Context: an optimization exercise on an open-source flow, tuned for small area. The choices shown serve that exercise and are no tape-out recipe. Function was checked by simulation only, so behaviour that the tests miss may differ from the original. No driver is modelled on the clock port, so clock power and skew are understated where the tree is cut down; a real chip needs a root buffer or a tree. Power and IR drop assume default switching activity.

job 3975:
## second_counter_top
module  second_counter_top (
        input    wire             clk                 ,
        input    wire             rst_n               ,
        input    wire             key_bs              ,
        input    wire             key_rec             ,
        input    wire             key_dis             ,
        output   wire    [2:0]    sel                 ,
        output   wire    [7:0]    seg
);
wire p0, p1, p2, p3;
wire fire_bs, fire_rec, fire_dis;
wire [3:0] dig;
debounce debounce_u1 (.clk(clk), .rst_n(rst_n), .smp(p0), .key_i(key_bs),  .fire(fire_bs));
debounce debounce_u2 (.clk(clk), .rst_n(rst_n), .smp(p0), .key_i(key_rec), .fire(fire_rec));
debounce debounce_u3 (.clk(clk), .rst_n(rst_n), .smp(p0), .key_i(key_dis), .fire(fire_dis));
sco sco_u1 (
    .clk(clk), .rst_n(rst_n), .p1(p1), .p2(p2), .p3(p3),
    .fire_bs(fire_bs), .fire_rec(fire_rec), .fire_dis(fire_dis),
    .sel(sel), .dig(dig));
led_display led_display_u1 (
    .clk(clk), .rst_n(rst_n), .dig(dig),
    .p0(p0), .p1(p1), .p2(p2), .p3(p3), .sel(sel), .seg(seg));
  ...
==> module sco, before the edit <==
module  sco (
        input    wire              clk                 ,
        input    wire              rst_n               ,
        input    wire              p1                  ,
        input    wire              p2                  ,
        input    wire              p3                  ,
        input    wire              fire_bs             ,
        input    wire              fire_rec            ,
        input    wire              fire_dis            ,
        input    wire    [2:0]     sel                 ,
        output   wire    [3:0]     dig
);
reg        en;         
reg [1:0]  cd;         
reg [1:0]  cr;         
reg [3:0]  d0, d1, d2, d4;
reg [2:0]  d3, d5;
wire d0_9 = d0[3] & d0[0];
wire d1_9 = d1[3] & d1[0];
wire d2_9 = d2[3] & d2[0];
wire d3_5 = d3[2] & d3[0];
wire d4_9 = d4[3] & d4[0];
wire d5_5 = d5[2] & d5[0];
wire c1 = p1 & d0_9;
wire c2 = c1 & d1_9;
wire c3 = c2 & d2_9;
wire c4 = c3 & d3_5;
wire c5 = c4 & d4_9;
function [3:0] inc10;
    input [3:0] d;
    input       e;
    inc10 = {d[3] ^ (e & d[0] & (d[3] | (d[2] & d[1]))),
             d[2] ^ (e & d[0] & d[1]),
             d[1] ^ (e & d[0] & ~d[3]),
             d[0] ^ e};
endfunction
function [2:0] inc6;
    input [2:0] d;
    input       e;
    inc6 = {d[2] ^ (e & d[0] & (d[2] | d[1])),
            d[1] ^ (e & d[0] & ~d[2]),
            d[0] ^ e};
endfunction
always @(posedge clk or negedge rst_n) begin
    if (~rst_n) begin
        d0 <= 4'd0; d1 <= 4'd0; d2 <= 4'd0; d3 <= 3'd0; d4 <= 4'd0; d5 <= 3'd0;
    end
    else begin
        d0 <= inc10(d0, p1 & (en | d0_9));
        d1 <= inc10(d1, c1);
        d2 <= inc10(d2, c2);
        d3 <= inc6(d3, c3);
        d4 <= inc10(d4, c4);
        d5 <= inc6(d5, c5);
    end
end
always @(posedge clk or negedge rst_n) begin
    if (~rst_n) begin
        en <= 1'b0;
        cd <= 2'd0;
    end
    else begin
        if (p2 & fire_bs) begin
            en <= ~en;
            cd <= 2'd0;
        end
        else if (p3 & fire_dis & ~fire_bs & ~en)
            cd <= {cd[1] ^ cd[0], ~cd[0]};
    end
end
wire [21:0] now = {d5, d4, d3, d2, d1, d0};
wire wr = p2 & fire_rec & en;
reg [1:0]  ph;
reg        pend;       
reg        init;       
wire [1:0] ph_n = {ph[0], ~(ph[1] | ph[0])};     
wire       wins = pend & (ph_n == cr);
always @(posedge clk or negedge rst_n) begin
    if (~rst_n) begin
        ph   <= 2'd0;
        pend <= 1'b0;
        cr   <= 2'd0;
        init <= 1'b1;
    end
    else begin
        ph <= ph_n;
        if (ph[1]) init <= 1'b0;
        if (wr) pend <= 1'b1;
        else if (wins) begin
            pend <= 1'b0;
            cr   <= {cr[0], ~(cr[1] | cr[0])};
        end
    end
end
reg [21:0] r0, r1, r2;
always @(posedge clk) begin
    r0 <= (wins | init) ? now : r2;
    r1 <= r0;
    r2 <= r1;
end
reg [3:0] src;
always @(*) begin
    case ({cd, ph})
        4'b00_00, 4'b00_01, 4'b00_10: src = 4'b0001;                  
        4'b01_00: src = 4'b0010;  4'b01_01: src = 4'b0100;  4'b01_10: src = 4'b1000;   
        4'b10_00: src = 4'b1000;  4'b10_01: src = 4'b0010;  4'b10_10: src = 4'b0100;   
        4'b11_00: src = 4'b0100;  4'b11_01: src = 4'b1000;  4'b11_10: src = 4'b0010;   
        default: src = 4'bxxxx;
    endcase
end
wire [21:0] v = ({22{src[0]}} & now) | ({22{src[1]}} & r0) |
                ({22{src[2]}} & r1)  | ({22{src[3]}} & r2);
wire [5:0] pos = {sel == 3'd0, sel == 3'd1, sel == 3'd2, sel == 3'd3, sel == 3'd4, sel == 3'd5};
assign dig = ({4{pos[0]}} & v[3:0])           | ({4{pos[1]}} & v[7:4])  |
             ({4{pos[2]}} & v[11:8])          | ({4{pos[3]}} & {1'b0, v[14:12]}) |
             ({4{pos[4]}} & v[18:15])         | ({4{pos[5]}} & {1'b0, v[21:19]});
endmodule
==> flow/config.mk <==
export PLATFORM = sky130hd
export DESIGN_NAME = second_counter_top
export DESIGN_NICKNAME = second_counter_top
export VERILOG_FILES = /design/flow/design.v
export SDC_FILE = /design/flow/constraint.sdc
export NUM_CORES = 4
export LEC_CHECK = 0
export CAP_MARGIN = 20
export CORE_MARGIN = 2
export CORE_UTILIZATION = 45
export SLEW_MARGIN = 20
==> flow/constraint.sdc <==
create_clock -name core_clock -period 10.0 [get_ports {clk}]
set_input_delay 2.0000 -clock core_clock [delete_from_list [all_inputs] [get_ports {clk}]]
set_output_delay 2.0000 -clock core_clock [all_outputs]
set_load 0.01 [all_outputs]
standard.sh (not shown) runs the stock make flow with config.mk's settings and CLKGATE_MAP_FILE= SYNTH_SCRIPT=/design/flow/synth_recipe.tcl, a recipe that flattens the netlist after the stock synthesis.
==> flow/flow/run.sh <==
#!/bin/bash
# Own layout flow: the standard ORFS flow with three changes.
#  1. Synthesis is the standard synthesis script, except that ABC maps the
#     logic with an area-oriented script (flow/abc_area.script). Everything
#     before ABC (and so every register, its name and its cell) is unchanged.
#     Yosys's full/half-adder extraction is skipped (ADDER_MAP_FILE empty), so
#     ABC sees and optimises all of the logic.
#  2. Port buffers are the smallest buffer (buf_1) instead of a delay buffer.
#  3. The clock tree is built by flow/cts.tcl (a root buffer and 12 leaf
#     buffers over position-based groups of registers) instead of TritonCTS.
# Each tool's output is in orfs/logs/...; make's own output in flow_make.log.
set -euo pipefail
W=$PWD
F=$W/flow

# synthesis script: synth_recipe.tcl sourcing a copy of ORFS's synth.tcl whose
# ABC call uses our script
sed "s|^source \$::env(SCRIPTS_DIR)/synth_preamble.tcl|source \$::env(SCRIPTS_DIR)/synth_preamble.tcl\nset abc_args [lreplace \$abc_args 1 1 $F/abc_area.script]|" \
    "$FLOW_HOME/scripts/synth.tcl" > "$W/synth_area.tcl"
grep -q "abc_area.script" "$W/synth_area.tcl"
sed "s|^source \$::env(SCRIPTS_DIR)/synth.tcl|source $W/synth_area.tcl|" synth_recipe.tcl > "$W/own_synth.tcl"
grep -q "synth_area.tcl" "$W/own_synth.tcl"
sed "s|SYNTH_SCRIPT=[^ ]*|SYNTH_SCRIPT=$W/own_synth.tcl|" standard.sh > "$W/own_standard.sh"
grep -q "own_synth.tcl" "$W/own_standard.sh"

bash "$W/own_standard.sh" \
    "ADDER_MAP_FILE=" \
    "BUFFER_PORTS_ARGS=-buffer_cell sky130_fd_sc_hd__buf_1" \
    "PRE_CTS_TCL=$F/cts.tcl" \
    finish > "$W/flow_make.log" 2>&1
test -s "$W/out/final.def"
Other scripts of this flow, unchanged in this note and not shown: flow/flow/abc_area.script, flow/flow/cts.tcl
Edits applied to the flow inputs when going from job 3975 to job 8077:
--- a/flow/design.v
+++ b/flow/design.v
@@ -114,48 +114,29 @@
     end
 end
 wire [21:0] now = {d5, d4, d3, d2, d1, d0};
 wire wr = p2 & fire_rec & en;
-reg [1:0]  ph;
-reg        pend;       
-reg        init;       
-wire [1:0] ph_n = {ph[0], ~(ph[1] | ph[0])};     
-wire       wins = pend & (ph_n == cr);
-always @(posedge clk or negedge rst_n) begin
-    if (~rst_n) begin
-        ph   <= 2'd0;
-        pend <= 1'b0;
-        cr   <= 2'd0;
-        init <= 1'b1;
-    end
-    else begin
-        ph <= ph_n;
-        if (ph[1]) init <= 1'b0;
-        if (wr) pend <= 1'b1;
-        else if (wins) begin
-            pend <= 1'b0;
-            cr   <= {cr[0], ~(cr[1] | cr[0])};
-        end
-    end
-end
-reg [21:0] r0, r1, r2;
+reg        full;       
+always @(posedge clk or negedge rst_n) begin
+    if (~rst_n) begin
+        cr <= 2'd0;
+        full <= 1'b0;
+    end
+    else if (wr) begin
+        cr <= {cr[0], ~(cr[1] | cr[0])};
+        if (cr[1]) full <= 1'b1;
+    end
+end
+reg [21:0] lap0, lap1, lap2;
 always @(posedge clk) begin
-    r0 <= (wins | init) ? now : r2;
-    r1 <= r0;
-    r2 <= r1;
-end
-reg [3:0] src;
-always @(*) begin
-    case ({cd, ph})
-        4'b00_00, 4'b00_01, 4'b00_10: src = 4'b0001;                  
-        4'b01_00: src = 4'b0010;  4'b01_01: src = 4'b0100;  4'b01_10: src = 4'b1000;   
-        4'b10_00: src = 4'b1000;  4'b10_01: src = 4'b0010;  4'b10_10: src = 4'b0100;   
-        4'b11_00: src = 4'b0100;  4'b11_01: src = 4'b1000;  4'b11_10: src = 4'b0010;   
-        default: src = 4'bxxxx;
-    endcase
-end
-wire [21:0] v = ({22{src[0]}} & now) | ({22{src[1]}} & r0) |
-                ({22{src[2]}} & r1)  | ({22{src[3]}} & r2);
+    if (wr & (cr == 2'd0)) lap0 <= now;
+    if (wr & (cr == 2'd1)) lap1 <= now;
+    if (wr & cr[1])        lap2 <= now;
+end
+wire blank = ~full & ((cd == 2'd3) | (cd == 2'd2 & ~cr[1]) | (cd == 2'd1 & cr == 2'd0));
+wire [3:0] src = blank ? 4'b0000 : {cd == 2'd3, cd == 2'd2, cd == 2'd1, cd == 2'd0};
+wire [21:0] v = ({22{src[0]}} & now)  | ({22{src[1]}} & lap0) |
+                ({22{src[2]}} & lap1) | ({22{src[3]}} & lap2);
 wire [5:0] pos = {sel == 3'd0, sel == 3'd1, sel == 3'd2, sel == 3'd3, sel == 3'd4, sel == 3'd5};
 assign dig = ({4{pos[0]}} & v[3:0])           | ({4{pos[1]}} & v[7:4])  |
              ({4{pos[2]}} & v[11:8])          | ({4{pos[3]}} & {1'b0, v[14:12]}) |
              ({4{pos[4]}} & v[18:15])         | ({4{pos[5]}} & {1'b0, v[21:19]});
==> comparison <==
Against job 3975, job 8077 comes in 26 lower on cell count.
Compared to job 3975, the router laid down more metal wire for job 8077.
Summary: design area, job 8077 worse than job 3975
Summary of job 8077 over job 3975: power consumption increased by about 4% relative to the old numbers, number of non-clock inverters decreased by 2 relative to the old numbers, first-pass GRT wire length increased by 930 um relative to the old numbers.
The global-route usage of job 8077 and that of job 3975 are within noise of each other.
Total inserted antenna cells: higher on job 8077
The most common cell after layout, fill and taps aside comes out edfxtp_1 in one run and dfxtp_1 in the other, namely in job 8077 and job 3975 respectively.
Compared with job 3975, job 8077 shows a higher post-synthesis cell area.
Job 8077 leaves more setup margin than job 3975.
Compared to job 3975, the number of flip-flops in job 8077 is lower.
No run of this note takes its clock network from TritonCTS; it comes from the design's own scripts or RTL.

-- re-timing with driven ports --
The flow's constraints put no driver on any port. The routed layouts listed below were extracted and timed again, unchanged, in two steps. Step 1 (the two cells are an assumption about what drives the block):
set clk [get_ports {clk}]
set_driving_cell -lib_cell sky130_fd_sc_hd__clkbuf_16 $clk
set_driving_cell -lib_cell sky130_fd_sc_hd__buf_2 [delete_from_list [all_inputs] $clk]
Step 2 times the ports against the registers' clock, not the clock port: input delays grow and output delays shrink by t, the midpoint of the rising clock arrivals with the driver on. Three values: no drivers, after step 1, after step 2; two values: the first two.
run	shift t [ns]	slack for setup (ns)	worst setup path after step 2	slew at the worst register clock pin (ns)
job 3975	0.497	4.107 / 4.077 / 4.574	register to output	0.11 / 0.11
job 8077	0.512	4.761 / 4.732 / 5.244	register to output	0.11 / 0.11
After both steps every run listed still meets setup and hold.
